This is an optimization exercise on Yosys and OpenROAD, whose aim is small area and a short achievable clock period, not a production implementation. At most, simulation tests tie the RTL to the original design; equivalence was not proved. For runs 1 to 3 and 5, only the layout was checked, not whether the RTL still works.

===== flow/run.sh =====
#!/bin/bash
# synth_recipe.tcl (not shown) runs the flow's synth.tcl, then flattens the netlist and writes it again
# the make line also repeats each setting of config.mk as NAME=value (left out here)
make -C /OpenROAD-flow-scripts/flow DESIGN_CONFIG=/design/flow/config.mk WORK_HOME=/design/flow/orfs CLKGATE_MAP_FILE= SYNTH_SCRIPT=/design/flow/synth_recipe.tcl finish

===== flow/config.mk =====
export PLATFORM = sky130hd
export DESIGN_NAME = qrs
export DESIGN_NICKNAME = qrs
export VERILOG_FILES = /design/flow/design.v
export SDC_FILE = /design/flow/constraint.sdc
export NUM_CORES = 4
export LEC_CHECK = 0
export CAP_MARGIN = 20
export CORE_MARGIN = 2
export CORE_UTILIZATION = 40
export SLEW_MARGIN = 20

===== flow/constraint.sdc =====
create_clock -name core_clock -period 25.0 [get_ports {clk}]
set_input_delay 5.0000 -clock core_clock [delete_from_list [all_inputs] [get_ports {clk}]]
set_output_delay 5.0000 -clock core_clock [all_outputs]
set_load 0.01 [all_outputs]

===== flow/design.v =====
module qrs(
input clk,
input reset,
input signed [15:0] data_in,
output  signed [15:0] up,
output  signed [15:0] low,
output  signed [15:0] low_out,
output  signed [15:0] high,
output  signed [15:0] high_out,
output  signed [15:0] deri_out,
output  signed [15:0] sqr_out,
output  signed [15:0] avg_out,
output  signed [15:0] data_out
    );
integer t;
reg ph;
reg [4:0] cnt;               
always @(posedge clk, posedge reset)
  if (reset) begin
    ph <= 1'b0;
    cnt <= 5'd0;
  end else begin
    ph <= ~ph;
    if (!ph && !cnt[4]) cnt <= cnt + 5'd1;
  end
reg [15:0] up_r;
always @(posedge clk, posedge reset)
  if (reset) up_r <= 16'd0;
  else up_r <= ph ? 16'd0 : data_in;
assign up = up_r;
reg [7:0] xq [0:10];
always @(posedge clk) begin
  xq[0] <= ph ? up_r[15:8] : data_in[7:0];
  for (t = 1; t < 11; t = t + 1) xq[t] <= xq[t-1];
end
reg [6:0] lq [0:30];
reg [6:0] laux;
wire [12:0] lnew;
always @(posedge clk, posedge reset)
  if (reset) begin
    lq[0] <= 7'd0;
    lq[1] <= 7'd0;
    lq[2] <= 7'd0;
  end else begin
    lq[0] <= ph ? laux : {1'b0, lnew[12:7]};
    lq[1] <= lq[0];
    lq[2] <= lq[1];
  end
always @(posedge clk) begin
  laux <= lnew[6:0];
  for (t = 3; t < 31; t = t + 1) lq[t] <= lq[t-1];
end
reg signed [13:0] m0, m1;    
reg [15:0] h1, h2, h3;       
wire [15:0] m0x = {{2{m0[13]}}, m0};
wire [15:0] m1x = {{2{m1[13]}}, m1};
wire [15:0] hsum, hdif, h3m;
wire co_hs, co_hd, co_h3;
ks_add #(16) a_hsum(.a(m0x), .b(m1x), .ci(1'b0), .s(hsum), .co(co_hs));    
ks_add #(16) a_hdif(.a(m0x), .b(~m1x), .ci(1'b1), .s(hdif), .co(co_hd));   
wire [15:0] h3s, h3y;
csa3 #(16) c_h3(.a({m0x[14:0], 1'b0}), .b(m0x), .c(~m1x), .s(h3s), .y(h3y));
ks_add #(16) a_h3m(.a(h3s), .b({h3y[14:0], 1'b1}), .ci(1'b0), .s(h3m), .co(co_h3));  
wire v3 = (cnt >= 5'd3);
wire v6 = (cnt >= 5'd6);
wire v16 = cnt[4];
wire [15:0] mx3 = v3 ? {xq[3], xq[4]} : 16'd0;
wire [15:0] mx6 = v6 ? {xq[9], xq[10]} : 16'd0;
wire [12:0] ml16 = v16 ? {lq[30][5:0], lq[29]} : 13'd0;
wire [17:0] cc;
wire co_cc;
rc_add #(18) a_cc(.a({2'b0, mx6}), .b(~{1'b0, mx3, 1'b0}), .ci(1'b1), .s(cc), .co(co_cc));
wire [14:0] md;
wire co_md;
rc_add #(15) a_md(.a({m0[13], m0}), .b(~{{2{ml16[12]}}, ml16}), .ci(1'b1), .s(md), .co(co_md));
wire [20:0] c2a;
wire co_c2;
assign c2a[4:0] = cc[4:0];
rc_add #(16) a_c2(.a({{3{cc[17]}}, cc[17:5]}), .b({md[14], md}), .ci(1'b0), .s(c2a[20:5]), .co(co_c2));
wire [18:0] es, ey, ea;
wire co_ea;
csa3 #(19) c_ea(.a({3'b0, h3m}), .b(~{3'b0, h1}), .c(~{2'b0, h2, 1'b0}), .s(es), .y(ey));
rc_add #(19) a_ea(.a(es), .b({ey[17:0], 1'b1}), .ci(1'b1), .s(ea), .co(co_ea));
wire [22:0] ka;
wire co_ka;
assign ka[4:0] = c2a[4:0];
rc_add #(18) a_ka(.a({2'b0, c2a[20:5]}), .b(ea[18:1]), .ci(1'b0), .s(ka[22:5]), .co(co_ka));
wire [6:0] kahi1;
wire co_k1;
rc_add #(7) a_k1(.a(ka[22:16]), .b(7'd0), .ci(1'b1), .s(kahi1), .co(co_k1));
reg [17:0] cc_r;
reg [12:0] ml16_r;
reg [15:0] klo_r;
reg [6:0] khi_r, khi1_r;
reg c2hi_r;                  
reg [15:0] c2lo_r;           
always @(posedge clk) begin
  cc_r <= cc;
  ml16_r <= ml16;
  klo_r <= ka[15:0];
  khi_r <= ka[22:16];
  khi1_r <= kahi1;
  c2hi_r <= &c2a[20:16];
  c2lo_r <= c2a[15:0];
end
wire [15:0] sl;
wire co_sl;
ks_add #(16) a_sl(.a(data_in), .b(cc_r[15:0]), .ci(1'b0), .s(sl), .co(co_sl));
assign lnew = {cc_r[17] ^ (cc_r[16] & co_sl), cc_r[16] ^ co_sl, sl[15:5]};
wire [13:0] mnew;
wire co_mn;
ks_add #(14) a_mn(.a({lnew[12], lnew}), .b(~{ml16_r[12], ml16_r}), .ci(1'b1), .s(mnew), .co(co_mn));
wire [15:0] sk;
wire co_sk;
ks_add #(16) a_sk(.a(data_in), .b(klo_r), .ci(1'b0), .s(sk), .co(co_sk));
wire [15:0] sc;
wire co_sc;
ks_add #(16) a_sc(.a(data_in), .b(c2lo_r), .ci(1'b0), .s(sc), .co(co_sc));
wire c21 = co_sc & c2hi_r;
wire [6:0] khi = co_sk ? khi1_r : khi_r;
wire [15:0] dna = {khi[6:5] - {1'b0, c21}, khi[4:0], sk[15:7]};
wire [18:0] t1s, t1y, t2s, t2y, tb;
wire co_tb;
csa3 #(19) c_t1(.a({2'b0, h3m, 1'b0}), .b({3'b0, hsum}), .c(~{3'b0, h2}), .s(t1s), .y(t1y));
csa3 #(19) c_t2(.a(t1s), .b({t1y[17:0], 1'b1}), .c(~{2'b0, h3, 1'b0}), .s(t2s), .y(t2y));
ks_add #(19) a_tb(.a(t2s), .b({t2y[17:0], 1'b1}), .ci(1'b0), .s(tb), .co(co_tb));
wire [15:0] dnb = tb[18:3];
wire [15:0] dn = ph ? dnb : dna;
wire [15:0] sn;
sq16 u_sq(.d(dn), .q(sn));
always @(posedge clk, posedge reset)
  if (reset) begin
    m0 <= 14'd0;
    m1 <= 14'd0;
  end else if (!ph) begin
    m0 <= mnew;
    m1 <= m0;
  end
wire [12:0] lA  = {lq[0][5:0], laux};
wire [12:0] lA1 = {lq[2][5:0], lq[1]};
wire [12:0] lB  = {lq[1][5:0], lq[0]};
wire [13:0] lod;
wire co_lo;
ks_add #(14) a_lo(.a({lA[12], lA}), .b(~{lA1[12], lA1}), .ci(1'b1), .s(lod), .co(co_lo));
assign low = ph ? {{3{lA[12]}}, lA} : 16'd0;
assign low_out = ph ? {{2{lod[13]}}, lod} : {{2{lB[12]}}, lB, 1'b0};
assign high = ph ? hdif : {m0x[14:0], 1'b0};
wire [15:0] hcur = ph ? hsum : h3m;
assign high_out = hcur;
always @(posedge clk, posedge reset)
  if (reset) begin
    h1 <= 16'd0; h2 <= 16'd0; h3 <= 16'd0;
  end else begin
    h1 <= hcur; h2 <= h1; h3 <= h2;
  end
reg [15:0] deri_r, sqr_r, s1;
reg [16:0] pp;               
wire [16:0] ppn;
wire co_pp;
rc_add #(17) a_pp(.a({1'b0, sqr_r}), .b({1'b0, s1}), .ci(1'b0), .s(ppn), .co(co_pp));
always @(posedge clk, posedge reset)
  if (reset) begin
    deri_r <= 16'd0; sqr_r <= 16'd0; s1 <= 16'd0; pp <= 17'd0;
  end else begin
    deri_r <= dn; sqr_r <= sn; s1 <= sqr_r; pp <= ppn;
  end
assign deri_out = deri_r;
assign sqr_out = sqr_r;
wire [17:0] ysum, avg;
wire co_y;
ks_add #(18) a_y(.a({2'b0, sqr_r}), .b({1'b0, pp}), .ci(1'b0), .s(ysum), .co(co_y));
div3_18 u_div(.y(ysum), .q(avg));
assign avg_out = avg[15:0];
reg [15:0] dout;
always @(posedge clk, posedge reset)
  if (reset) dout <= 16'd0;
  else if (!ph) dout <= avg[15:0];
assign data_out = dout;
endmodule
module ks_add #(parameter N = 16) (input [N-1:0] a, input [N-1:0] b, input ci, output [N-1:0] s, output co);
  localparam L = $clog2(N);
  wire [N-1:0] g [0:L];
  wire [N-1:0] p [0:L];
  genvar i, l;
  generate
    for (i = 0; i < N; i = i + 1) begin : pg
      if (i == 0) begin : b0
        assign g[0][0] = (a[0] & b[0]) | ((a[0] ^ b[0]) & ci);
      end else begin : bi
        assign g[0][i] = a[i] & b[i];
      end
      assign p[0][i] = a[i] ^ b[i];
    end
    for (l = 0; l < L; l = l + 1) begin : lv
      for (i = 0; i < N; i = i + 1) begin : nd
        if (i >= (1 << l)) begin : m
          assign g[l+1][i] = g[l][i] | (p[l][i] & g[l][i - (1 << l)]);
          assign p[l+1][i] = p[l][i] & p[l][i - (1 << l)];
        end else begin : k
          assign g[l+1][i] = g[l][i];
          assign p[l+1][i] = p[l][i];
        end
      end
    end
    assign s[0] = p[0][0] ^ ci;
    for (i = 1; i < N; i = i + 1) begin : sm
      assign s[i] = p[0][i] ^ g[L][i-1];
    end
  endgenerate
  assign co = g[L][N-1];
endmodule
module rc_add #(parameter N = 16) (input [N-1:0] a, input [N-1:0] b, input ci, output [N-1:0] s, output co);
  wire [N:0] c;
  assign c[0] = ci;
  genvar i;
  generate for (i = 0; i < N; i = i + 1) begin : fa
    assign s[i] = a[i] ^ b[i] ^ c[i];
    assign c[i+1] = (a[i] & b[i]) | (a[i] & c[i]) | (b[i] & c[i]);
  end endgenerate
  assign co = c[N];
endmodule
module csa3 #(parameter N = 16) (input [N-1:0] a, input [N-1:0] b, input [N-1:0] c, output [N-1:0] s, output [N-1:0] y);
  assign s = a ^ b ^ c;
  assign y = (a & b) | (a & c) | (b & c);
endmodule
module div3_18(input [17:0] y, output [17:0] q);
  wire [9:0] r1, r0;
  assign r1[9] = 1'b0;
  assign r0[9] = 1'b0;
  genvar i;
  generate for (i = 8; i >= 0; i = i - 1) begin : st
    wire d1 = y[2*i+1], d0 = y[2*i];
    wire a1 = r1[i+1], a0 = r0[i+1];
    assign q[2*i+1] = a1 | (a0 & d1);
    assign q[2*i]   = (~a1 & ~a0 & d1 & d0) | (a0 & ~d1) | (a1 & (d1 | d0));
    assign r1[i] = (~a1 & ~a0 & d1 & ~d0) | (a0 & ~d1 & d0) | (a1 & (d1 ~^ d0));
    assign r0[i] = (~a1 & ~a0 & ~d1 & d0) | (a0 & (d1 ~^ d0)) | (a1 & d1 & ~d0);
  end endgenerate
endmodule
module sq16(input [15:0] d, output [15:0] q);
  wire sq_1 = d[0] & d[1];
  wire sq_2 = d[0] & d[2];
  wire sq_3 = d[0] & d[3];
  wire sq_4 = d[0] & d[4];
  wire sq_5 = d[0] & d[5];
  wire sq_6 = d[0] & d[6];
  wire sq_7 = d[0] & d[7];
  wire sq_8 = d[0] & d[8];
  wire sq_9 = d[0] & d[9];
  wire sq_10 = d[0] & d[10];
  wire sq_11 = d[0] & d[11];
  wire sq_12 = d[0] & d[12];
  wire sq_13 = d[0] & d[13];
  wire sq_14 = d[0] & d[14];
  wire sq_15 = d[1] & d[2];
  wire sq_16 = d[1] & d[3];
  wire sq_17 = d[1] & d[4];
  wire sq_18 = d[1] & d[5];
  wire sq_19 = d[1] & d[6];
  wire sq_20 = d[1] & d[7];
  wire sq_21 = d[1] & d[8];
  wire sq_22 = d[1] & d[9];
  wire sq_23 = d[1] & d[10];
  wire sq_24 = d[1] & d[11];
  wire sq_25 = d[1] & d[12];
  wire sq_26 = d[1] & d[13];
  wire sq_27 = d[2] & d[3];
  wire sq_28 = d[2] & d[4];
  wire sq_29 = d[2] & d[5];
  wire sq_30 = d[2] & d[6];
  wire sq_31 = d[2] & d[7];
  wire sq_32 = d[2] & d[8];
  wire sq_33 = d[2] & d[9];
  wire sq_34 = d[2] & d[10];
  wire sq_35 = d[2] & d[11];
  wire sq_36 = d[2] & d[12];
  wire sq_37 = d[3] & d[4];
  wire sq_38 = d[3] & d[5];
  wire sq_39 = d[3] & d[6];
  wire sq_40 = d[3] & d[7];
  wire sq_41 = d[3] & d[8];
  wire sq_42 = d[3] & d[9];
  wire sq_43 = d[3] & d[10];
  wire sq_44 = d[3] & d[11];
  wire sq_45 = d[4] & d[5];
  wire sq_46 = d[4] & d[6];
  wire sq_47 = d[4] & d[7];
  wire sq_48 = d[4] & d[8];
  wire sq_49 = d[4] & d[9];
  wire sq_50 = d[4] & d[10];
  wire sq_51 = d[5] & d[6];
  wire sq_52 = d[5] & d[7];
  wire sq_53 = d[5] & d[8];
  wire sq_54 = d[5] & d[9];
  wire sq_55 = d[6] & d[7];
  wire sq_56 = d[6] & d[8];
  wire sq_57 = sq_3 ^ sq_15 ^ d[2];
  wire sq_58 = (sq_3 & sq_15) | (sq_3 & d[2]) | (sq_15 & d[2]);
  wire sq_59 = sq_4 ^ sq_16;
  wire sq_60 = sq_4 & sq_16;
  wire sq_61 = sq_5 ^ sq_17 ^ sq_27;
  wire sq_62 = (sq_5 & sq_17) | (sq_5 & sq_27) | (sq_17 & sq_27);
  wire sq_63 = sq_6 ^ sq_18 ^ sq_28;
  wire sq_64 = (sq_6 & sq_18) | (sq_6 & sq_28) | (sq_18 & sq_28);
  wire sq_65 = sq_7 ^ sq_19 ^ sq_29;
  wire sq_66 = (sq_7 & sq_19) | (sq_7 & sq_29) | (sq_19 & sq_29);
  wire sq_67 = sq_37 ^ d[4];
  wire sq_68 = sq_37 & d[4];
  wire sq_69 = sq_8 ^ sq_20 ^ sq_30;
  wire sq_70 = (sq_8 & sq_20) | (sq_8 & sq_30) | (sq_20 & sq_30);
  wire sq_71 = sq_9 ^ sq_21 ^ sq_31;
  wire sq_72 = (sq_9 & sq_21) | (sq_9 & sq_31) | (sq_21 & sq_31);
  wire sq_73 = sq_39 ^ sq_45 ^ d[5];
  wire sq_74 = (sq_39 & sq_45) | (sq_39 & d[5]) | (sq_45 & d[5]);
  wire sq_75 = sq_10 ^ sq_22 ^ sq_32;
  wire sq_76 = (sq_10 & sq_22) | (sq_10 & sq_32) | (sq_22 & sq_32);
  wire sq_77 = sq_40 ^ sq_46;
  wire sq_78 = sq_40 & sq_46;
  wire sq_79 = sq_11 ^ sq_23 ^ sq_33;
  wire sq_80 = (sq_11 & sq_23) | (sq_11 & sq_33) | (sq_23 & sq_33);
  wire sq_81 = sq_41 ^ sq_47 ^ sq_51;
  wire sq_82 = (sq_41 & sq_47) | (sq_41 & sq_51) | (sq_47 & sq_51);
  wire sq_83 = sq_12 ^ sq_24 ^ sq_34;
  wire sq_84 = (sq_12 & sq_24) | (sq_12 & sq_34) | (sq_24 & sq_34);
  wire sq_85 = sq_42 ^ sq_48 ^ sq_52;
  wire sq_86 = (sq_42 & sq_48) | (sq_42 & sq_52) | (sq_48 & sq_52);
  wire sq_87 = sq_13 ^ sq_25 ^ sq_35;
  wire sq_88 = (sq_13 & sq_25) | (sq_13 & sq_35) | (sq_25 & sq_35);
  wire sq_89 = sq_43 ^ sq_49 ^ sq_53;
  wire sq_90 = (sq_43 & sq_49) | (sq_43 & sq_53) | (sq_49 & sq_53);
  wire sq_91 = sq_55 ^ d[7];
  wire sq_92 = sq_55 & d[7];
  wire sq_93 = sq_14 ^ sq_26 ^ sq_36;
  wire sq_94 = sq_44 ^ sq_50 ^ sq_54;
  wire sq_95 = sq_60 ^ sq_61 ^ d[3];
  wire sq_96 = (sq_60 & sq_61) | (sq_60 & d[3]) | (sq_61 & d[3]);
  wire sq_97 = sq_62 ^ sq_63;
  wire sq_98 = sq_62 & sq_63;
  wire sq_99 = sq_64 ^ sq_65 ^ sq_67;
  wire sq_100 = (sq_64 & sq_65) | (sq_64 & sq_67) | (sq_65 & sq_67);
  wire sq_101 = sq_66 ^ sq_68 ^ sq_69;
  wire sq_102 = (sq_66 & sq_68) | (sq_66 & sq_69) | (sq_68 & sq_69);
  wire sq_103 = sq_70 ^ sq_71 ^ sq_73;
  wire sq_104 = (sq_70 & sq_71) | (sq_70 & sq_73) | (sq_71 & sq_73);
  wire sq_105 = sq_72 ^ sq_74 ^ sq_75;
  wire sq_106 = (sq_72 & sq_74) | (sq_72 & sq_75) | (sq_74 & sq_75);
  wire sq_107 = sq_76 ^ sq_78 ^ sq_79;
  wire sq_108 = (sq_76 & sq_78) | (sq_76 & sq_79) | (sq_78 & sq_79);
  wire sq_109 = sq_81 ^ d[6];
  wire sq_110 = sq_81 & d[6];
  wire sq_111 = sq_80 ^ sq_82 ^ sq_83;
  wire sq_112 = (sq_80 & sq_82) | (sq_80 & sq_83) | (sq_82 & sq_83);
  wire sq_113 = sq_84 ^ sq_86 ^ sq_87;
  wire sq_114 = (sq_84 & sq_86) | (sq_84 & sq_87) | (sq_86 & sq_87);
  wire sq_115 = sq_89 ^ sq_91;
  wire sq_116 = sq_89 & sq_91;
  wire sq_117 = sq_88 ^ sq_90 ^ sq_92;
  wire sq_118 = sq_93 ^ sq_94 ^ sq_56;
  wire sq_119 = sq_100 ^ sq_101 ^ sq_38;
  wire sq_120 = (sq_100 & sq_101) | (sq_100 & sq_38) | (sq_101 & sq_38);
  wire sq_121 = sq_102 ^ sq_103;
  wire sq_122 = sq_102 & sq_103;
  wire sq_123 = sq_104 ^ sq_105 ^ sq_77;
  wire sq_124 = (sq_104 & sq_105) | (sq_104 & sq_77) | (sq_105 & sq_77);
  wire sq_125 = sq_106 ^ sq_107 ^ sq_109;
  wire sq_126 = (sq_106 & sq_107) | (sq_106 & sq_109) | (sq_107 & sq_109);
  wire sq_127 = sq_108 ^ sq_110 ^ sq_111;
  wire sq_128 = (sq_108 & sq_110) | (sq_108 & sq_111) | (sq_110 & sq_111);
  wire sq_129 = sq_112 ^ sq_113 ^ sq_115;
  wire sq_130 = (sq_112 & sq_113) | (sq_112 & sq_115) | (sq_113 & sq_115);
  wire sq_131 = sq_114 ^ sq_116 ^ sq_117;
  wire sq_132 = sq_126 ^ sq_127 ^ sq_85;
  wire sq_133 = (sq_126 & sq_127) | (sq_126 & sq_85) | (sq_127 & sq_85);
  wire sq_134 = sq_128 ^ sq_129;
  wire sq_135 = sq_128 & sq_129;
  wire sq_136 = sq_130 ^ sq_131 ^ sq_118;
  wire [15:0] sq_ra = {sq_135, sq_133, sq_132, sq_124, sq_122, sq_120, sq_119, sq_98, sq_96, sq_95, sq_58, sq_57, sq_2, sq_1, 1'b0, d[0]};
  wire [15:0] sq_rb = {sq_136, sq_134, 1'b0, sq_125, sq_123, sq_121, 1'b0, sq_99, sq_97, 1'b0, sq_59, 1'b0, 1'b0, d[1], 1'b0, 1'b0};
  wire sq_co;
  ks_add #(.N(16)) sq_add(.a(sq_ra), .b(sq_rb), .ci(1'b0), .s(q), .co(sq_co));
endmodule

==> results of run 1 <==
==> per-stage QoR <==
step | hold slack [ns] | std cells | utilization [%]
4_1_cts | 0.325 | 3377 | 47.2
5_1_grt | 0.324 | 3377 | 47.2
2_1_floorplan | 0.310 | 2297 | -
3_5_place_dp | 0.312 | 3271 | 44.1
6_report | 0.321 | 3378 | 47.2
3_3_place_gp | 0.310 | 3271 | 44.1
==> worst min-delay path by stage <==
| stage | startpoint | to | slack [ns] | cells past startpoint |
|---|---|---|---|---|
| finish | lq[13][0] | lq[14][0] | 0.32 | 0 |
| CTS | xq[8][4] | xq[9][4] | 0.32 | 0 |
| floorplan | lq[9][0] | lq[10][0] | 0.31 | 0 |
| detailed placement | lq[23][5] | lq[24][5] | 0.31 | 0 |
| global placement | xq[7][6] | xq[8][6] | 0.31 | 0 |
| global route | xq[8][4] | xq[9][4] | 0.32 | 0 |
==> final cells by class <==
type / count / area, um^2
Fill cell: 5833 / 33800
Multi-Input combinational cell: 1373 / 12200
Sequential cell: 555 / 12100
Timing Repair Buffer: 167 / 1650
Clock buffer: 80 / 1630
Inverter: 321 / 1210
Tap cell: 855 / 1070
Clock inverter: 26 / 404
Antenna cell: 1 / 2.50
==> per-layer routing <==
metal  GRT usage [%]  share of wire [%]  wire [um]  up-vias
met5               0                  0          0        -
met1            21.9                 44      25000     7999
met3            3.28                4.4       2550      103
li1                -                  -          -     7895
met4            7.10                3.9       2240        0
met2            29.8                 48      27600      304
==> Yosys cell counts (all sizes together), types with 47 or more instances <==
master    n
a21o     56
a21oi   106
and2     47
dfrtp   197
dfxtp   358
fa      171
ha      184
inv     319
nand2   140
nor2    100
o21ai   115
xnor2    80
==> kinds of logic after synthesis <==
logic type / after synthesis / share of synthesized area, %
AOI/OAI and AO/OA: 432 / 11.2
DFF: 555 / 47.0
adders and majority gates: 358 / 22.3
buffers and inverters: 369 / 5.60
xor gates and xnor gates: 121 / 4.17
and+or+nand+nor: 417 / 7.85
muxes: 44 / 1.87
other: 1 / 0.0146
==> registers in the layout, summed over array words and instances, names as in the netlist, 14 cells and up <==
register	flops
c2lo_r	16
deri_r	16
dout	16
h1	16
h2	16
h3	16
lq	216
m0	14
m1	14
pp	17
s1	15
sqr_r	14
up_r	16
xq	88
==> cell usage in the layout (no fill, tap or decap), types with 18 or more instances in the layout <==
cell,instances
sky130_fd_sc_hd__xor2_1,40
sky130_fd_sc_hd__nand2_1,140
sky130_fd_sc_hd__dfrtp_1,196
sky130_fd_sc_hd__a21o_1,55
sky130_fd_sc_hd__nor2b_1,27
sky130_fd_sc_hd__clkbuf_16,59
sky130_fd_sc_hd__o21bai_1,34
sky130_fd_sc_hd__nor3_1,18
sky130_fd_sc_hd__ha_1,184
sky130_fd_sc_hd__xnor2_1,80
sky130_fd_sc_hd__a21oi_1,99
sky130_fd_sc_hd__inv_1,317
sky130_fd_sc_hd__mux2_2,25
sky130_fd_sc_hd__clkdlybuf4s50_1,160
sky130_fd_sc_hd__nor2_1,99
sky130_fd_sc_hd__dfxtp_1,358
sky130_fd_sc_hd__fa_1,171
sky130_fd_sc_hd__o21ai_0,102
sky130_fd_sc_hd__and2_1,47
==> run notes, run 1 <==
The flow ran to the end and the layout has no timing, DRC or antenna violations. The post-layout net count came out at 2848. Setup repair after global routing left no endpoint under its margin. The count of TritonRoute iterations in the first routing pass came out at 4. The count of buffers added on input and output ports is 160. The post-placement worst setup slack came out at 12.59 ns. The highest attainable clock frequency came out at 82.7 MHz. The cell depth of the worst setup path is 25. On the final layout, the worst clock skew is 0.0742 ns. The number of global-route vias before repair is about 17000. The number of storage elements in the synthesis netlist came out at 555. The most used flip-flop cell after synthesis is sky130_fd_sc_hd__dfxtp_1. The routability congestion estimate is 0.862. The aggregate routed wire length came out at 57400 um. The logic depth of the worst register-to-register path came out at 33. Headroom to the max-slew limit came out at 36.7%.

The number of buffers added for setup after CTS is 0. The share of synthesized area occupied by flip-flops and latches came out at 47.0%. The post-synthesis area per instance is 11.2 um^2. The number of CTS-inserted buffers is 57. The routed wirelength normalized by instance count came out at 17.0 um. Summed over all nets, the half-perimeter wirelength after detailed placement is 43900 um. The cell area after layout came out at 0.0303 mm^2.

The worst setup path is captured at a primary output. Setup violations remaining at the end of the flow were counted as 0. The final count of hold timing violations was 0. The maximum root-to-sink buffer count came out at 3. The cell at the root of the clock tree is sky130_fd_sc_hd__clkbuf_16. The post-CTS resize count is 0. The floorplan step defined a die boundary enclosing 0.0664 mm^2. The via total after detailed routing came out at 16300. The worst register-to-register path ends at khi1_r[6]. The cell area that synthesis handed to floorplanning was 0.0258 mm^2. CTS built an H-tree with a depth of 2. The number of instances in the synthesized netlist is 2297. The overall overflow remaining after global route is 0. In this run the biggest area consumer among cell types represents 27.8% of the synthesized area.

The number of DRC markers in iteration 0 came out at 778. The count of pins over their slew limit came out at 0. The synthesized netlist contains 88 unique library cells.

Across all setup checks in the final design, the least slack found is 12.91 ns. The number of enable-type register cells in the synthesized netlist is 0. In this run the worst setup path begins at deri_r[0]. The overall routing resource usage is around 17%. Of all nets on the critical path, the largest fanout is 19. The floorplan core area is 0.0641 mm^2. The number of DRC violations after detailed routing came out at 0. The worst hold path belongs to the class reg2reg. The cell that appears most often on the critical path is sky130_fd_sc_hd__ha_1.

Compared with the post-synthesis result, the final layout area differs by 17.6%. Entering global routing, the biggest net connects 87 pins. When the netlist entered floorplanning its net count stood at approximately 2700. STA classifies the critical path startpoint as a flop. The via density per instance came out at 4.83.

The setup path with the least slack is of type reg2out. The setup slack on the worst flop-to-flop path came out at 13.74 ns. The fraction of layout instances using a drive strength above 1 is 6.62%. The floorplan has between 90 and 100 rows. Max-cap violations in this run came to 0.

The critical path's top delay family is compound AO/OA/AOI/OAI gates. The floorplan step set the die width to 258 um. The master of the slowest instance on the critical path is sky130_fd_sc_hd__nor3_4.

The count of nets left with antenna violations once routing finished came out at 0. The library cell occupying the most area in the post-synthesis netlist is sky130_fd_sc_hd__dfxtp_1. The reg-to-reg critical path startpoint is cnt[1]. The clock tree from TritonCTS is done. The effective utilization at floorplan came out at 40.2%. The slew at the pin closest to its max-slew limit came out at 0.950 ns.

Yosys attributes the largest share of cell area to sky130_fd_sc_hd__dfxtp_1 (28%), sky130_fd_sc_hd__dfrtp_1 (19%), sky130_fd_sc_hd__fa_1 (13%). Following the worst setup path forward leads to its endpoint at avg_out[0]. The number of antenna violations at the first check in global routing came out at 0. After clock tree synthesis, the flow added hold-fix buffers numbering 0. The worst path uses 48.4% of the clock period. The worst path in the final design needs a cycle of 12.09 ns, including I/O delays and setup. After routing, the total negative slack on setup checks comes to 0 ns.

The combined buffer and inverter count along the critical path came out at 3. After clock tree synthesis, the clock-pin slew on the worst setup and hold paths is 0.06 ns. The peak per-stage delay on the critical path came out at approximately 0.54 ns.

The count of warnings emitted by yosys is 7. The clock latency reported for the late side of the worst-skew pair is 0.65 ns. Data on the critical path is required at its endpoint by 20.00 ns. The number of placed I/O pins is 162. The wire length of the first global-routing pass came out at around 92000 um. The placed instance area came out at 0.0283 mm^2. The height of the die is 258 um. The arrival time of data at the critical path endpoint came out at 7.09 ns. The post-synthesis async set-or-reset flop share came out at 35.5%.

The total clock sinks is 555.
==> inputs of run 2 (changes only) <==
==> flow/flow/run.sh (new file) <==
#!/bin/bash
# Standard layout, with plain buf_1 cells as the port buffers and a clock tree
# of clkbuf_4 cells without dummy loads. Everything else is the standard.sh.
set -euo pipefail
export BUFFER_PORTS_ARGS="-buffer_cell sky130_fd_sc_hd__buf_1"
export CTS_ARGS="-sink_clustering_enable -repair_clock_nets -dont_use_dummy_load -buf_list sky130_fd_sc_hd__clkbuf_4"
bash standard.sh finish > standard_flow.log 2>&1
==> flow/standard.sh (new file) <==
#!/bin/bash
# synth_recipe.tcl (not shown) runs the flow's synth.tcl, then flattens the netlist and writes it again
# the make line also repeats each setting of config.mk as NAME=value (left out here)
make -C /OpenROAD-flow-scripts/flow DESIGN_CONFIG=/design/flow/config.mk WORK_HOME=/design/flow/orfs CLKGATE_MAP_FILE= SYNTH_SCRIPT=/design/flow/synth_recipe.tcl "${@:-finish}"
removed: flow/run.sh
==> run notes, run 2 <==
After clock tree synthesis, the flow added hold-fix buffers numbering 0. The number of antenna violations at the first check in global routing is 5. The required time of the critical path is roughly 20 ns. The filler cell count came out at 6033. The initialized floorplan defines 93 standard-cell rows.

After synthesis, the largest area contributor takes up between 20% and 30% of total cell area. Broken down by cell family, the worst path's largest delay share belongs to compound AO/OA/AOI/OAI gates. The logic depth of the worst register-to-register path is 33. The number of flip-flops in the largest register is 216. Setup repair after global routing left no endpoint under its margin.

The number of storage elements in the synthesis netlist came out at approximately 560. The peak per-stage delay on the critical path came out at 0.56 ns. Yosys instantiated no cell more often than sky130_fd_sc_hd__dfxtp_1.

The effective utilization at floorplan came out at 40.2%. Data arrives at the worst endpoint at 7.14 ns. The post-synthesis async set-or-reset flop share came out at 35.5%. The final worst clock skew is 0.0952 ns.

The count of unique library cells instantiated by Yosys came out at 88. The critical register-to-register path endpoint is khi1_r[6]. The highest attainable clock frequency is ~82 MHz.

By instance count, the cell type seen most on the critical path is sky130_fd_sc_hd__ha_1. The critical path is of the reg2out type. The height of the die is 258 um. The final count of hold timing violations is 0.

The synthesized design spends more area on one cell type than any other, namely sky130_fd_sc_hd__dfxtp_1. In the final layout, the registers with the most flip-flops are lq x216, xq x88, pp x17. The aggregate negative setup slack is 0 ns. The startpoint identified for the worst register-to-register timing path is cnt[1]. Leaving out fill and tap cells, the most frequent cell in the layout is sky130_fd_sc_hd__dfxtp_1. For this run, the share of the core covered by cells in the final layout is 44.3%. The number of DRC violations after detailed routing is 0. The commonest register cell after synthesis is sky130_fd_sc_hd__dfxtp_1. The die is 258 um wide.

The number of instances in the synthesized netlist is 2297. The largest fanout on the critical path came out at 19. The largest register by flop count is lq. After clock tree synthesis, the setup repair step added 0 buffers. The run finished with no timing, DRC or antenna violations. The worst hold path passes through 0 cells. In the synthesized netlist, the cells that appear most often are sky130_fd_sc_hd__dfxtp_1 (358), sky130_fd_sc_hd__inv_1 (319), sky130_fd_sc_hd__dfrtp_1 (197).

The share of synthesized area occupied by flip-flops and latches came out at 47.0%. The worst register-to-register path has a setup slack of 13.78 ns. In this run the most critical hold path is launched from lq[7][1].

For hold timing, the worst endpoint is lq[8][1]. The time the final worst path needs with I/O delays and setup is 12.14 ns. Buffers inserted during clock tree synthesis total around 150. The overall routing resource usage came out at a little under a fifth. The smallest setup slack after layout is 12.86 ns.

For the pin with the worst max-slew slack, the measured transition is 0.948 ns. The number of global-route vias before repair is 18100. Ranked by total cell area, the synthesized netlist is headed by sky130_fd_sc_hd__dfxtp_1 (28%), sky130_fd_sc_hd__dfrtp_1 (19%), sky130_fd_sc_hd__fa_1 (13%). The area of all sequential standard cells came out at 0.0121 mm^2. The ratio of final minimum period to clock period came out at 48.5%. The post-synthesis net count is about 2700.

The number of buffer cells added on primary ports is 160. The via density per instance is 4.84. The clock input transition at the sequential cells of the worst setup and hold paths is about 0.07 ns. The number of nets with antenna violations after routing came out at 0. Clock tree synthesis selected as its root buffer the cell sky130_fd_sc_hd__clkbuf_4. The final count of negative-setup-slack endpoints is 0. The number of placed I/O pins came out at 162.

Of the cells placed in the final design, the portion with a size suffix greater than 1 is 8.73%. Together, buffers and inverters on the worst path number 3. For this design, the slowest cell found on the critical path is sky130_fd_sc_hd__nor3_4. The post-synthesis area per instance is 11.2 um^2. Relative to the synthesized area, the layout overhead comes to 10.2%. For this run, the number of Yosys warnings is 7.

The count of pins over their slew limit came out at 0. The maximum root-to-sink buffer count came out at 3. The CTS H-tree depth is 4. The clock net in this run drives a total of 555 sinks. The worst pin sits at a relative slew slack of 36.8%. TritonCTS built the clock tree.

The overall overflow remaining after global route is 0. The wire length of the first global-routing pass is 93400 um. The final route contains around 17000 vias.

Once the clock tree was built, the resizer swapped 0 gates to a different size. The max-capacitance violation count came out at 0. Leaving out fill and tap cells, the most frequent cells in the layout are sky130_fd_sc_hd__dfxtp_1 (358), sky130_fd_sc_hd__inv_1 (317), sky130_fd_sc_hd__dfrtp_1 (196). The largest net degree at the start of global routing is 93. For this run, the detailed router's first-pass iteration total came to 5.

The routability congestion estimate is between 0.8 and 0.9. The summed instance area of the synthesized netlist is between 0.02 and 0.03 mm^2. The post-placement worst setup slack is approximately 13 ns.

In the final design database the tool counted ~2900 nets. Counting flops with a built-in enable in the synthesized netlist gives 0. The endpoint class of the critical path is a primary output. The total half-perimeter wirelength after legalization and detailed placement came out at ~44000 um. The worst setup path is launched from a flop. The clock latency reported for the late side of the worst-skew pair came out at 0.95 ns. The area of the multi-input gates came out at between 0.01 and 0.015 mm^2. The first routing iteration left roughly 760 violations. The routed wirelength normalized by instance count is 16.9 um. The die area is 0.0664 mm^2.

The aggregate routed wire length is between 50000 and 60000 um. The floorplan core area is ~0.064 mm^2. In this run the worst hold path is classified as reg2reg.
==> run 2: changes by cell type in the layout (fill, tap and decap cells not counted), sizes merged, moves of 6 or more <==
cell / before / now
clkdlybuf4s50: 160 / 0
clkinv: 14 / 2
bufinv: 7 / 0
inv: 325 / 319
clkbuf: 80 / 146
buf: 7 / 170
==> run 2: how the worst max path moves through the flow <==
| stage | from | to | cells after the start |
|---|---|---|---|
| final | deri_r[0] | avg_out[0] | 25 |
| after global routing | deri_r[0] | avg_out[0] | 25 |
| after CTS | deri_r[0] | avg_out[0] | 25 |
| after detailed placement | data_in[1] | sqr_r[15] | 27 |
| after global placement | data_in[1] | sqr_r[15] | 27 |
| after floorplan | data_in[1] | sqr_r[15] | 26 |
==> run 2: stage by stage <==
step | std cells | area (um^2) | hold WS, ns
after CTS | 3420 | 28400 | 0.259
after detailed placement | 3274 | 27300 | 0.312
final | 3423 | 28400 | 0.275
after global placement | 3274 | 27300 | 0.310
after floorplan | 2297 | 25800 | 0.310
after global routing | 3423 | 28400 | 0.244
==> run 2: worst reg2reg max path: cells and delay by family, from the launching register on <==
kind                     cells  cell delay (ns)
AND/OR/NAND/NOR              2             0.63
buffers and inverters        4             0.26
adder cells (fa/ha/maj)     24             9.21
flip-flops                   1             0.44
XOR/XNOR                     1             0.12
AO/OA/AOI/OAI                2             0.41
==> run 2: cells by family (layout without fill, tap and decap cells) <==
family | after synthesis | count (layout) | synth area share [%]
adders and majority gates | 358 | 358 | 22.3
other | 1 | 4 | 0.0146
DFF | 555 | 555 | 47.0
and+or+nand+nor | 417 | 417 | 7.85
AOI/OAI and AO/OA | 432 | 432 | 11.2
xor gates and xnor gates | 121 | 121 | 4.17
buffers and inverters | 369 | 637 | 5.60
muxes | 44 | 44 | 1.87
==> run 2: routing by layer <==
metal,track usage (%),part of all wire (%),vias to the layer above
li1,-,-,8050
met1,21.5,43,8056
met2,30.3,48,358
met3,4.87,5.2,111
met4,8.37,3.5,2
met5,0,0.012,-
==> run 2: final cells by class <==
type	count	share of cell area [%]
timing repair buffer	170	2.38
clock buffer	146	3.86
sequential	555	42.6
inverter	321	4.27
antenna	3	0.0265
multi-input combinational	1373	43.1
tap	855	3.77
==> inputs of run 3 (changes only) <==
==> flow/flow/run.sh (replaced) <==
#!/bin/bash
# Standard layout, with plain buf_2 cells as the port buffers and a clock tree
# of clkbuf_8 cells without dummy loads. Everything else is the standard.sh.
set -euo pipefail
export BUFFER_PORTS_ARGS="-buffer_cell sky130_fd_sc_hd__buf_2"
export CTS_ARGS="-sink_clustering_enable -repair_clock_nets -dont_use_dummy_load -buf_list sky130_fd_sc_hd__clkbuf_8"
bash standard.sh finish > standard_flow.log 2>&1
==> run notes, run 3 <==
The run finished with no timing, DRC or antenna violations. The post-synthesis net count came out at 2670. The largest net degree at the start of global routing is 88.

The master of the slowest instance on the critical path is sky130_fd_sc_hd__nor3_4. The clock passes through at most 3 buffers. In the final layout, the registers with the most flip-flops are lq x216, xq x88, pp x17.

The layout overhead on the synthesized area is 11.5%. The cell repeated most along the worst path is sky130_fd_sc_hd__ha_1. Setup repair after global routing left no endpoint under its margin. In this run the clock root is driven by a sky130_fd_sc_hd__clkbuf_8.

The overall overflow remaining after global route came out at 0. The most used flip-flop cell after synthesis is sky130_fd_sc_hd__dfxtp_1. The worst min-delay path class is reg2reg. In the layout the commonest cells are sky130_fd_sc_hd__dfxtp_1 (358), sky130_fd_sc_hd__inv_1 (317), sky130_fd_sc_hd__dfrtp_1 (196). By area the synthesized netlist is led by sky130_fd_sc_hd__dfxtp_1 (28%), sky130_fd_sc_hd__dfrtp_1 (19%), sky130_fd_sc_hd__fa_1 (13%). The final count of hold timing violations came out at 0. The post-CTS resize count came out at 0. The max-capacitance violation count came out at 0. The wire length of the first global-routing pass came out at ~92000 um. The effective utilization at floorplan is 40.2%.

Leaving out fill and tap cells, the most frequent cell in the layout is sky130_fd_sc_hd__dfxtp_1. After detailed routing, the number of vias per cell comes to approximately 4.8. The worst path meets setup with about 13 ns of slack.

For this run, the top clock speed supported by timing is 85.3 MHz. The startpoint type of the worst setup path is a flop. The number of buffers added for setup after CTS came out at 0. The arrival time of data at the critical path endpoint came out at around 6.7 ns.

The combined buffer and inverter count along the critical path came out at 3. The number of placed I/O pins came out at 162. Once detail routing completed, the nets flagged for antenna violations numbered 0.

The routing usage on met1 is 21.4%. The slew at the pin closest to its max-slew limit is 0.960 ns. The clock latency reported for the late side of the worst-skew pair came out at approximately 0.68 ns. The post-synthesis area per instance came out at 11.2 um^2. The number of DRC violations after detailed routing came out at 0. Timing analysis after detailed placement gives a worst setup slack of around 13 ns. The global routing stage identified its most utilized layer as met2. Ranked by instance count, the synthesized netlist is headed by sky130_fd_sc_hd__dfxtp_1 (358), sky130_fd_sc_hd__inv_1 (319), sky130_fd_sc_hd__dfrtp_1 (197). The number of core rows is 93. The placed instance area is 0.0274 mm^2. Grouping stages by cell kind, the critical path spends the most delay in compound AO/OA/AOI/OAI gates. Dividing the detail-routed wire length by the instance count gives 17.0 um. The number of enable-type register cells in the synthesized netlist is 0. The hold buffer count at CTS came out at 0. The finished cells cover approximately 0.029 mm^2. The number of storage elements in the synthesis netlist is 555. The floorplan core area is between 0.06 and 0.07 mm^2.

After the last flow step, the layout net total stands at 2883. The startpoint identified for the worst register-to-register timing path is cnt[1]. The floorplan step defined a die boundary enclosing 0.0664 mm^2.

The aggregate negative setup slack is 0 ns. The endpoint class of the critical path is a primary output. TritonCTS built the clock tree. The final count of negative-setup-slack endpoints is 0. The largest fanout on the critical path is 19.

After clock tree synthesis, the clock-pin slew on the worst setup and hold paths is 0.05 ns. The congestion estimate from routability-driven global placement came to around 0.85. The number of flip-flops in the largest register came out at between 200 and 250. After technology mapping, the gate count stands at 2297. After synthesis, flip-flops and latches occupy between 40 and 50% of the total area. The category of the most critical setup path is reg2out. The overall routing resource usage is between 15 and 20%. The headroom to the max-slew limit is 35.7%.

The largest register by flop count is lq. Of all flip-flops after synthesis, the portion carrying an async set or reset was 35.5%. The fraction of met2 tracks used by global routing came out at between 30% and 40%. The final core area utilization is approximately 45%. In this run the worst setup path begins at deri_r[0]. The summed instance area of the synthesized netlist came out at 0.0258 mm^2. The aggregate routed wire length came out at between 50000 and 60000 um. The floorplan die width came out at 258 um.

The height of the die came out at around 260 um. The number of antenna violations at the first check in global routing is 2. Cells with a size suffix above 1 make up 13.0% of the layout. The number of global-route vias before repair was about 17000. The worst hold path begins at lq[28][3].

The number of DRC markers in iteration 0 came out at 673. The final worst clock skew came out at 0.107 ns. The routed layout has 16300 vias. Of the available clock period, the critical path in the final layout requires 46.9%. The count of TritonRoute iterations in the first routing pass is 5. The count of pins over their slew limit is 0. The area share of the largest cell type after synthesis came out at about 28%. The peak per-stage delay on the critical path is 0.56 ns. The required time of the critical path is approximately 20 ns. In this run, distinct cell masters in the synthesized netlist total 88. CTS saw 555 sinks.

The number of CTS-inserted buffers came out at 93. In the post-synthesis netlist, the cell with the most instances is sky130_fd_sc_hd__dfxtp_1. The tightest hold margin is 0.283 ns. The count of warnings emitted by yosys came out at 7. The H-tree was split into 3 levels. The total half-perimeter wirelength after legalization and detailed placement is 43800 um. The met3 track utilization from global routing is under 10%. The count of buffers added on input and output ports is 160. The routed design could run at a clock period as short as around 12 ns. Of all cell types, the one taking the most synthesized area is sky130_fd_sc_hd__dfxtp_1.
-- run 3: layer usage --
metal  share of wire [%]  vias to the layer above
li1                    -                     7906
met1                  43                     7966
met2                  49                      300
met3                 4.5                      104
met4                 3.3                        0
met5                   0                        -
-- run 3: logic make-up (layout without fill, tap and decap cells) --
family	count (synthesis)	after routing	share of synthesized area (%)
AO/OA/AOI/OAI	432	432	11.2
multiplexers	44	44	1.87
flip-flops	555	555	47.0
buffers and inverters	369	580	5.60
XOR/XNOR	121	121	4.17
adder cells (fa/ha/maj)	358	358	22.3
AND/OR/NAND/NOR	417	417	7.85
other	1	2	0.0146
-- run 3: final cells by class --
class	count	area, um^2
Clock buffer	93	1280
Antenna cell	1	2.50
Multi-Input combinational cell	1373	12200
Inverter	321	1210
Fill cell	5962	35400
Timing Repair Buffer	166	846
Sequential cell	555	12100
Tap cell	855	1070
-- run 3: per-stage QoR --
step | instances
after CTS | 3363
after detailed placement | 3270
after floorplan | 2297
final | 3364
after global placement | 3270
after global routing | 3363
-- run 3: path summary, 6_finish.rpt --
check	endpoint	slack, ns	depth (start not counted)
max in group asynchronous	s1[8]	19.17	3
min in group asynchronous	deri_r[15]	4.42	2
max reg2reg	khi1_r[6]	13.78	33
min	lq[29][3]	0.28	0
max	avg_out[0]	13.27	25
min reg2reg	lq[29][3]	0.28	0
==> inputs of run 4 (changes only) <==
--- a/flow/design.v
+++ b/flow/design.v
@@ -178,7 +178,7 @@
 assign data_out = dout;
 endmodule
 module ks_add #(parameter N = 16) (input [N-1:0] a, input [N-1:0] b, input ci, output [N-1:0] s, output co);
-  localparam L = $clog2(N);
+  localparam L = (N <= 2) ? 1 : (N <= 4) ? 2 : (N <= 8) ? 3 : (N <= 16) ? 4 : (N <= 32) ? 5 : 6;
   wire [N-1:0] g [0:L];
   wire [N-1:0] p [0:L];
   genvar i, l;
==> run notes, run 4 <==
In this run, distinct cell masters in the synthesized netlist total 88. The routability congestion estimate is approximately 0.85. The largest register by flop count is lq.

The clock input transition at the sequential cells of the worst setup and hold paths is 0.05 ns. The CTS H-tree depth is 3. The total clock sinks is ~560. The time the final worst path needs with I/O delays and setup is about 12 ns. The floorplan die width is 258 um. The peak per-stage delay on the critical path came out at 0.56 ns. In the synthesized netlist the dominant register cell turns out to be sky130_fd_sc_hd__dfxtp_1.

The height of the die is 258 um. The via density per instance came out at about 4.8.

The most repeated cell in the gate-level netlist after synthesis is sky130_fd_sc_hd__dfxtp_1. When the netlist entered floorplanning its net count stood at approximately 2700. Detailed routing inserted a total of around 16000 vias.

The worst setup path is launched from a flop. Setup repair after global routing left no endpoint under its margin. The layout overhead on the synthesized area came out at 11.5%. The count of TritonRoute iterations in the first routing pass came out at 5. The run finished with no timing, DRC or antenna violations. The number of nets with antenna violations after routing came out at 0. After synthesis, the cell types taking the most area are sky130_fd_sc_hd__dfxtp_1 (28%), sky130_fd_sc_hd__dfrtp_1 (19%), sky130_fd_sc_hd__fa_1 (13%). After detailed routing, the total wire length is 57200 um. The headroom to the max-slew limit is 35.7%. ~160 I/O pins were placed. The floorplan core area came out at 0.0641 mm^2. The clock latency reported for the late side of the worst-skew pair is 0.68 ns.

The setup path with the least slack is of type reg2out. The largest individual stage delay along the critical path comes from the cell sky130_fd_sc_hd__nor3_4. Once the floorplan was initialized, standard cells occupied 40.2% of the core. The total half-perimeter wirelength after legalization and detailed placement came out at 43800 um. The overall routing resource usage came out at roughly 18%. The tightest hold margin is between 0.2 and 0.3 ns. The max-capacitance violation count is 0. After synthesis the netlist holds a flip-flop and latch count of about 560.

The number of buffers added for setup after CTS is 0. The clock passes through at most 3 buffers. The cell sitting at the root of the clock tree is a sky130_fd_sc_hd__clkbuf_8. The number of global-route vias before repair is 17300. In this run the worst hold path is classified as reg2reg. The detailed router finished its first iteration with 673 violations. Of all nets on the critical path, the largest fanout is 19. The library cell used most frequently in the layout, excluding fill and tap cells, is sky130_fd_sc_hd__dfxtp_1. The number of enable-type register cells in the synthesized netlist is 0. The filler cell count is between 5000 and 6000. The wire length of the first global-routing pass came out at ~92000 um. Counting instances in the post-synthesis netlist gives the leading cell types as sky130_fd_sc_hd__dfxtp_1 (358), sky130_fd_sc_hd__inv_1 (319), sky130_fd_sc_hd__dfrtp_1 (197). The worst setup path is captured at a primary output. The aggregate negative setup slack is 0 ns. A synthesized cell averages ~11 um^2. The area of all sequential standard cells is 0.0121 mm^2. The die area came out at between 0.06 and 0.07 mm^2. The library cell occupying the most area in the post-synthesis netlist is sky130_fd_sc_hd__dfxtp_1. During placement, the flow inserted port buffers numbering 160. The final worst clock skew came out at 0.107 ns. The share of synthesized area occupied by flip-flops and latches came out at 47.0%. The number of antenna violations at the first check in global routing came out at 2. The count of pins over their slew limit is 0. Hold repair after CTS inserted 0 buffers. Global routing finished with a remaining overflow of 0. The largest net degree at the start of global routing is between 80 and 90. The fraction of layout instances using a drive strength above 1 is 13.0%. In the synthesized netlist the async set-or-reset flop fraction comes to 35.5%. The clock tree from TritonCTS is done. The area of the multi-input gates is 0.0122 mm^2. The count of warnings emitted by yosys came out at 7. The highest attainable clock frequency came out at 85.3 MHz. After detailed routing, the average wire length per cell comes to approximately 17 um. In this run, post-CTS repair resized a total of 0 instances. The largest registers in the layout are lq x216, xq x88, pp x17.

The ratio of final minimum period to clock period is 46.9%. The number of CTS-inserted buffers came out at 93. The top cell types in the final layout, fill and taps aside, are sky130_fd_sc_hd__dfxtp_1 (358), sky130_fd_sc_hd__inv_1 (317), sky130_fd_sc_hd__dfrtp_1 (196). The slew at the pin closest to its max-slew limit is roughly 0.96 ns.

The number of flip-flops in the largest register is roughly 220. STA puts the critical path data required time at 20.00 ns. Counting stages on the worst path, the most repeated cell is sky130_fd_sc_hd__ha_1.

The number of DRC violations after detailed routing is 0. The number of core rows came out at 93. The final count of hold timing violations came out at 0. After synthesis, the largest area contributor takes up approximately 28% of total cell area. The number of instances in the synthesized netlist came out at 2297. The final count of negative-setup-slack endpoints is 0. STA puts the critical path data arrival time at 6.73 ns. The post-layout net count came out at 2883. The summed instance area of the synthesized netlist came out at approximately 0.026 mm^2.
## run 4: cell counts after synthesis
Identical to the previous run, type by type.
## run 4: worst max-delay path, delay by kind of cell, from the launching register on
| kind | cells | cell delay, ns |
|---|---|---|
| compound gates | 12 | 2.48 |
| simple gates | 5 | 1.45 |
| fa+ha+maj | 3 | 0.80 |
| flops | 1 | 0.45 |
| buf+inv | 3 | 0.34 |
| mux | 1 | 0.34 |
| xor+xnor | 1 | 0.21 |
## run 4: final timing paths
check / startpoint / to / slack (ns) / cells past startpoint
worst max-delay path: deri_r[0] / avg_out[0] / 13.27 / 25
worst min-delay path: lq[28][3] / lq[29][3] / 0.28 / 0
worst max register to register: cnt[1] / khi1_r[6] / 13.78 / 33
min in group asynchronous: reset / deri_r[15] / 4.42 / 2
worst min register to register: lq[28][3] / lq[29][3] / 0.28 / 0
max in group asynchronous: reset / s1[8] / 19.17 / 3
## run 4: logic make-up after synthesis
logic type	share of synthesized area, %
other	0.0146
and+or+nand+nor	7.85
xor gates and xnor gates	4.17
DFF	47.0
adders and majority gates	22.3
AOI/OAI and AO/OA	11.2
buffers and inverters	5.60
muxes	1.87
## run 4: final cells by class
type | count | share of cell area, %
Sequential cell | 555 | 42.1
Clock buffer | 93 | 4.46
Antenna cell | 1 | 0.00871
Inverter | 321 | 4.22
Tap cell | 855 | 3.72
Multi-Input combinational cell | 1373 | 42.5
Timing Repair Buffer | 166 | 2.94
## run 4: stage by stage
| stage | utilization, % | cell area, um^2 | cells | setup WS [ns] |
|---|---|---|---|---|
| after floorplan | - | 25800 | 2297 | 13.87 |
| after global placement | 42.8 | 27400 | 3270 | 13.02 |
| after detailed placement | 42.8 | 27400 | 3270 | 12.91 |
| after CTS | 44.8 | 28700 | 3363 | 13.21 |
| after global routing | 44.8 | 28700 | 3363 | 12.72 |
| final | 44.8 | 28700 | 3364 | 13.27 |
## run 4: metal layers
layer,track usage [%],share of wire [%]
met2,30.2,49
met3,3.99,4.5
met5,0,0
met4,6.65,3.3
met1,21.4,43
==> inputs of run 5 (changes only) <==
--- a/flow/design.v
+++ b/flow/design.v
@@ -69,7 +69,7 @@
 wire [12:0] ml16 = v16 ? {lq[30][5:0], lq[29]} : 13'd0;
 wire [17:0] cc;
 wire co_cc;
-rc_add #(18) a_cc(.a({2'b0, mx6}), .b(~{1'b0, mx3, 1'b0}), .ci(1'b1), .s(cc), .co(co_cc));
+ks_add #(18) a_cc(.a({2'b0, mx6}), .b(~{1'b0, mx3, 1'b0}), .ci(1'b1), .s(cc), .co(co_cc));
 wire [14:0] md;
 wire co_md;
 rc_add #(15) a_md(.a({m0[13], m0}), .b(~{{2{ml16[12]}}, ml16}), .ci(1'b1), .s(md), .co(co_md));
@@ -80,18 +80,15 @@
 wire [18:0] es, ey, ea;
 wire co_ea;
 csa3 #(19) c_ea(.a({3'b0, h3m}), .b(~{3'b0, h1}), .c(~{2'b0, h2, 1'b0}), .s(es), .y(ey));
-rc_add #(19) a_ea(.a(es), .b({ey[17:0], 1'b1}), .ci(1'b1), .s(ea), .co(co_ea));
+ks_add #(19) a_ea(.a(es), .b({ey[17:0], 1'b1}), .ci(1'b1), .s(ea), .co(co_ea));
 wire [22:0] ka;
 wire co_ka;
 assign ka[4:0] = c2a[4:0];
 rc_add #(18) a_ka(.a({2'b0, c2a[20:5]}), .b(ea[18:1]), .ci(1'b0), .s(ka[22:5]), .co(co_ka));
-wire [6:0] kahi1;
-wire co_k1;
-rc_add #(7) a_k1(.a(ka[22:16]), .b(7'd0), .ci(1'b1), .s(kahi1), .co(co_k1));
 reg [17:0] cc_r;
 reg [12:0] ml16_r;
 reg [15:0] klo_r;
-reg [6:0] khi_r, khi1_r;
+reg [6:0] khi_r;
 reg c2hi_r;                  
 reg [15:0] c2lo_r;           
 always @(posedge clk) begin
@@ -99,7 +96,6 @@
   ml16_r <= ml16;
   klo_r <= ka[15:0];
   khi_r <= ka[22:16];
-  khi1_r <= kahi1;
   c2hi_r <= &c2a[20:16];
   c2lo_r <= c2a[15:0];
 end
@@ -117,7 +113,8 @@
 wire co_sc;
 ks_add #(16) a_sc(.a(data_in), .b(c2lo_r), .ci(1'b0), .s(sc), .co(co_sc));
 wire c21 = co_sc & c2hi_r;
-wire [6:0] khi = co_sk ? khi1_r : khi_r;
+wire [6:0] khi1 = khi_r + 7'd1;
+wire [6:0] khi = co_sk ? khi1 : khi_r;
 wire [15:0] dna = {khi[6:5] - {1'b0, c21}, khi[4:0], sk[15:7]};
 wire [18:0] t1s, t1y, t2s, t2y, tb;
 wire co_tb;
@@ -166,10 +163,8 @@
   end
 assign deri_out = deri_r;
 assign sqr_out = sqr_r;
-wire [17:0] ysum, avg;
-wire co_y;
-ks_add #(18) a_y(.a({2'b0, sqr_r}), .b({1'b0, pp}), .ci(1'b0), .s(ysum), .co(co_y));
-div3_18 u_div(.y(ysum), .q(avg));
+wire [15:0] avg;
+avg3 u_avg(.a(sqr_r), .b(pp), .q(avg));
 assign avg_out = avg[15:0];
 reg [15:0] dout;
 always @(posedge clk, posedge reset)
@@ -223,18 +218,61 @@
   assign s = a ^ b ^ c;
   assign y = (a & b) | (a & c) | (b & c);
 endmodule
-module div3_18(input [17:0] y, output [17:0] q);
-  wire [9:0] r1, r0;
-  assign r1[9] = 1'b0;
-  assign r0[9] = 1'b0;
-  genvar i;
-  generate for (i = 8; i >= 0; i = i - 1) begin : st
+module m3add(input [1:0] x, input [1:0] y, output [1:0] z);
+  assign z[0] = (~x[1] & ~x[0] & y[0]) | (x[0] & ~y[1] & ~y[0]) | (x[1] & y[1]);
+  assign z[1] = (~x[1] & ~x[0] & y[1]) | (x[0] & y[0]) | (x[1] & ~y[1] & ~y[0]);
+endmodule
+module avg3(input [15:0] a, input [16:0] b, output [15:0] q);
+  wire [17:0] aa = {2'b0, a};
+  wire [17:0] bb = {1'b0, b};
+  wire [17:0] g [0:5];
+  wire [17:0] p [0:5];
+  assign g[0] = aa & bb;
+  assign p[0] = aa ^ bb;
+  genvar i, l;
+  generate
+    for (l = 0; l < 5; l = l + 1) begin : lv
+      for (i = 0; i < 18; i = i + 1) begin : nd
+        if (i >= (1 << l)) begin : m
+          assign g[l+1][i] = g[l][i] | (p[l][i] & g[l][i - (1 << l)]);
+          assign p[l+1][i] = p[l][i] & p[l][i - (1 << l)];
+        end else begin : k
+          assign g[l+1][i] = g[l][i];
+          assign p[l+1][i] = p[l][i];
+        end
+      end
+    end
+  endgenerate
+  wire [17:0] cy = g[5];                      
+  wire [17:0] y = p[0] ^ {cy[16:0], 1'b0};    
+  wire [1:0] e [0:8];
+  generate for (i = 0; i < 9; i = i + 1) begin : dg
+    wire [1:0] ad = aa[2*i +: 2];
+    wire [1:0] bd = bb[2*i +: 2];
+    m3add u(.x({ad[1] & ~ad[0], ad[0] & ~ad[1]}), .y({bd[1] & ~bd[0], bd[0] & ~bd[1]}), .z(e[i]));
+  end endgenerate
+  wire [1:0] s [0:4][0:8];
+  generate
+    for (i = 0; i < 9; i = i + 1) begin : s0
+      assign s[0][i] = e[i];
+    end
+    for (l = 0; l < 4; l = l + 1) begin : sl
+      for (i = 0; i < 9; i = i + 1) begin : sn
+        if ((((8 - i) >> l) & 1) && (((8 - i) >> l) << l) >= 1) begin : m
+          m3add u(.x(s[l][i]), .y(s[l][8 - ((((8 - i) >> l) << l) - 1)]), .z(s[l+1][i]));
+        end else begin : k
+          assign s[l+1][i] = s[l][i];
+        end
+      end
+    end
+  endgenerate
+  generate for (i = 0; i < 8; i = i + 1) begin : qd
+    wire [1:0] rs = s[4][i+1];
+    wire c = cy[2*i+1];
+    wire [1:0] r = c ? {rs[0], ~rs[1] & ~rs[0]} : rs;
     wire d1 = y[2*i+1], d0 = y[2*i];
-    wire a1 = r1[i+1], a0 = r0[i+1];
-    assign q[2*i+1] = a1 | (a0 & d1);
-    assign q[2*i]   = (~a1 & ~a0 & d1 & d0) | (a0 & ~d1) | (a1 & (d1 | d0));
-    assign r1[i] = (~a1 & ~a0 & d1 & ~d0) | (a0 & ~d1 & d0) | (a1 & (d1 ~^ d0));
-    assign r0[i] = (~a1 & ~a0 & ~d1 & d0) | (a0 & (d1 ~^ d0)) | (a1 & d1 & ~d0);
+    assign q[2*i+1] = r[1] | (r[0] & d1);
+    assign q[2*i]   = (~r[1] & ~r[0] & d1 & d0) | (r[0] & ~d1) | (r[1] & (d1 | d0));
   end endgenerate
 endmodule
 module sq16(input [15:0] d, output [15:0] q);
==> flow/flow/run.sh (replaced) <==
#!/bin/bash
# Standard layout (the standard.sh), with plain buf_2 cells as the port
# buffers and a clock tree of clkbuf_8 cells without dummy loads.
set -euo pipefail
export BUFFER_PORTS_ARGS="-buffer_cell sky130_fd_sc_hd__buf_2"
export CTS_ARGS="-sink_clustering_enable -repair_clock_nets -dont_use_dummy_load -buf_list sky130_fd_sc_hd__clkbuf_8"
bash standard.sh finish > standard_flow.log 2>&1
--- a/flow/config.mk
+++ b/flow/config.mk
@@ -5,6 +5,7 @@
 export SDC_FILE = /design/flow/constraint.sdc
 export NUM_CORES = 4
 export LEC_CHECK = 0
+export ABC_AREA = 1
 export CAP_MARGIN = 20
 export CORE_MARGIN = 2
 export CORE_UTILIZATION = 40
==> run notes, run 5 <==
Derived from the worst setup path, the maximum achievable clock frequency is 106 MHz. The post-synthesis async set-or-reset flop share came out at 35.9%. By area the synthesized netlist is led by sky130_fd_sc_hd__dfxtp_1 (25%), sky130_fd_sc_hd__dfrtp_1 (17%), sky130_fd_sc_hd__fa_1 (10%). The number of buffers added for setup after CTS came out at 0. The final count of hold timing violations is 0.

The die covers 0.0729 mm^2. STA classifies the critical path endpoint as a flop. The most common cell in the synthesized netlist is sky130_fd_sc_hd__nand2_1. Setup repair after global routing left no endpoint under its margin. In the synthesized netlist the dominant register cell turns out to be sky130_fd_sc_hd__dfxtp_1. The routed design could run at a clock period as short as 9.46 ns. The path class of the tightest hold or removal check is reg2reg. The critical path launch point is data_in[4]. The post-CTS resize count came out at 0. The largest register by flop count is lq. The overall routing resource usage is 18.0%.

At the pin with the least slew margin, the transition time is 0.937 ns. The number of DRC violations after detailed routing is 0. Counting stages on the worst path, the most repeated cell is sky130_fd_sc_hd__nand2_1. The peak per-stage delay on the critical path came out at 0.54 ns. The hold buffer count at CTS is 0. At the worst endpoint, the required time is 25.53 ns. The effective utilization at floorplan came out at about two fifths.

At the end of routability-driven placement, the weighted congestion stood at between 0.9 and 1. The total half-perimeter wirelength after legalization and detailed placement is 50800 um. Summed over all instances, the cell type with the most area after synthesis is sky130_fd_sc_hd__dfxtp_1. Among cell families on the critical path, the largest total delay comes from adder cells. The max-capacitance violation count came out at 0. Using the TritonRoute via totals, the vias-per-cell ratio works out to 4.72. The number of instances in the synthesized netlist is 3239. The final worst clock skew came out at 0.0875 ns.

After the last flow step, the layout net total stands at 3828. Counting buffers and inverters, the worst setup path is 31 cells deep. In this run the critical register-to-register path is captured at khi_r[5]. The number of CTS-inserted buffers came out at between 90 and 100. The maximum root-to-sink buffer count came out at 3.

The arrival time of data at the critical path endpoint is ~10 ns. The number of flip-flops in the largest register is around 220. Entering global routing, the biggest net connects 95 pins. The number of storage elements in the synthesis netlist is 548. The finished layout holds 4389 standard cells, fillers aside.

The wire length of the first global-routing pass is 105000 um. The total area inside the core boundary comes to 0.0700 mm^2. At the later pin of the worst-skew pair, clock insertion delay measures 0.69 ns. The run finished with no timing, DRC or antenna violations. In this run the worst setup path terminates at sqr_r[15]. The first TritonRoute pass finished after 5 iterations. The overall overflow remaining after global route came out at 0.

The clock input transition at the sequential cells of the worst setup and hold paths is 0.06 ns. The ratio of final minimum period to clock period is 37.8%. The area share of the largest cell type after synthesis came out at 24.8%. The leading cell type in the layout, fill and taps excluded is sky130_fd_sc_hd__nand2_1.

The number of core rows is 97. The final count of negative-setup-slack endpoints is 0. The post-synthesis area per instance came out at 8.73 um^2. The area of all sequential standard cells came out at ~0.012 mm^2. The area growth from synthesis to layout is 10.9%. The post-synthesis net count came out at around 3600. The clock tree from TritonCTS is done.

The fraction of layout instances using a drive strength above 1 came out at 9.60%. Clock tree synthesis found a total of 548 sinks. The via total after detailed routing came out at 20700.

The share of synthesized area occupied by flip-flops and latches came out at a little over two fifths. The floorplan die width is approximately 270 um. The tree is rooted in a sky130_fd_sc_hd__clkbuf_8. The cell total after placement is 4295. By startpoint and endpoint, the worst setup path is classified as in2reg. The number of nets with antenna violations after routing is 0.
run 5: changes by cell type in the layout (fill, tap and decap cells not counted), sizes merged, moves of 26 or more:
cell,before,now
inv,319,570
o21ai,115,155
a21oi,106,182
xor2,40,86
nand3,17,193
nor2,100,200
xnor2,80,33
ha,184,218
mux2,27,1
and2,47,2
a21o,56,15
nand2,140,695
fa,171,142
run 5: logic make-up (layout without fill, tap and decap cells):
logic type / after synthesis / count (layout) / synth area share (%)
xor+xnor: 119 / 119 / 3.68
flops: 548 / 548 / 42.3
mux: 1 / 1 / 0.0398
compound gates: 434 / 434 / 8.73
simple gates: 1152 / 1152 / 17.2
other cells: 1 / 2 / 0.0133
buf+inv: 624 / 833 / 8.42
fa+ha+maj: 360 / 360 / 19.7
run 5: worst reg2reg max path, delay by kind of cell, from the launching register on:
| family | cells | cell delay (ns) |
|---|---|---|
| AOI/OAI and AO/OA | 3 | 0.37 |
| xor gates and xnor gates | 1 | 0.16 |
| adders and majority gates | 18 | 5.88 |
| buffers and inverters | 6 | 0.39 |
| DFF | 1 | 0.59 |
| and+or+nand+nor | 7 | 1.44 |
run 5: metal layers:
layer,vias up,track usage [%],wire length (um)
met3,112,2.92,2400
met4,0,6.10,2020
met1,9629,24.0,30600
met2,398,29.6,29800
li1,10600,-,-
met5,-,0,0
run 5: cell type report:
cell class                      instances  share of cell area (%)
Multi-Input combinational cell       2067                    44.5
Timing Repair Buffer                  166                    2.70
Antenna cell                            1                 0.00797
Clock buffer                           93                    4.08
Tap cell                              940                    3.75
Inverter                              574                    6.90
Sequential cell                       548                    38.1
run 5: worst min path at each step:
stage               from        end  slack [ns]  cells past startpoint
3_5_place_dp   lq[17][1]  lq[18][1]        0.31                      0
5_1_grt         xq[8][7]   xq[9][7]        0.28                      0
3_3_place_gp    xq[5][2]   xq[6][2]        0.31                      0
4_1_cts         xq[8][7]   xq[9][7]        0.26                      0
6_report        xq[8][7]   xq[9][7]        0.26                      0
2_1_floorplan   lq[9][0]  lq[10][0]        0.31                      0
run 5: per-stage QoR:
stage	util (%)	area, um^2	hold slack, ns	setup WS [ns]
after floorplan	-	28300	0.310	14.63
after global placement	43.0	30100	0.310	14.89
after detailed placement	43.0	30100	0.312	14.85
after CTS	44.8	31400	0.261	15.56
after global routing	44.8	31400	0.283	15.17
final	44.8	31400	0.262	15.54

[static timing again, ports no longer ideal]
The results above use ideal ports. As a check the final layouts listed here were re-extracted and re-timed, cells and wires unchanged.
Step 1 (the two cells are an assumption about what drives the block):
set clk [get_ports {clk}]
set_driving_cell -lib_cell sky130_fd_sc_hd__clkbuf_16 $clk
set_driving_cell -lib_cell sky130_fd_sc_hd__buf_2 [delete_from_list [all_inputs] $clk]
Step 2 also shifts input and output timing later by t, the mid clock arrival at the registers, as if the neighbouring blocks saw the same clock.
Three values: ideal ports, drivers, drivers and shift; two values: the first two.
run	shift t [ns]	setup WS [ns]	worst setup path after step 2	worst data-port slew with drivers (ns)
run 1	0.672	12.910 / 12.851 / 12.605	input to register	0.05
run 2	0.958	12.863 / 12.806 / 12.925	input to register	0.03
run 3	0.681	13.272 / 13.218 / 12.848	input to register	0.04
run 4	0.681	13.272 / 13.218 / 12.848	input to register	0.04
run 5	0.702	15.541 / 15.551 / 14.850	input to register	0.09
After both steps setup and hold are still met in every run listed. For run 5, which loses most, drivers alone change the setup slack by +0.010 ns; drivers and shift together by -0.691 ns.
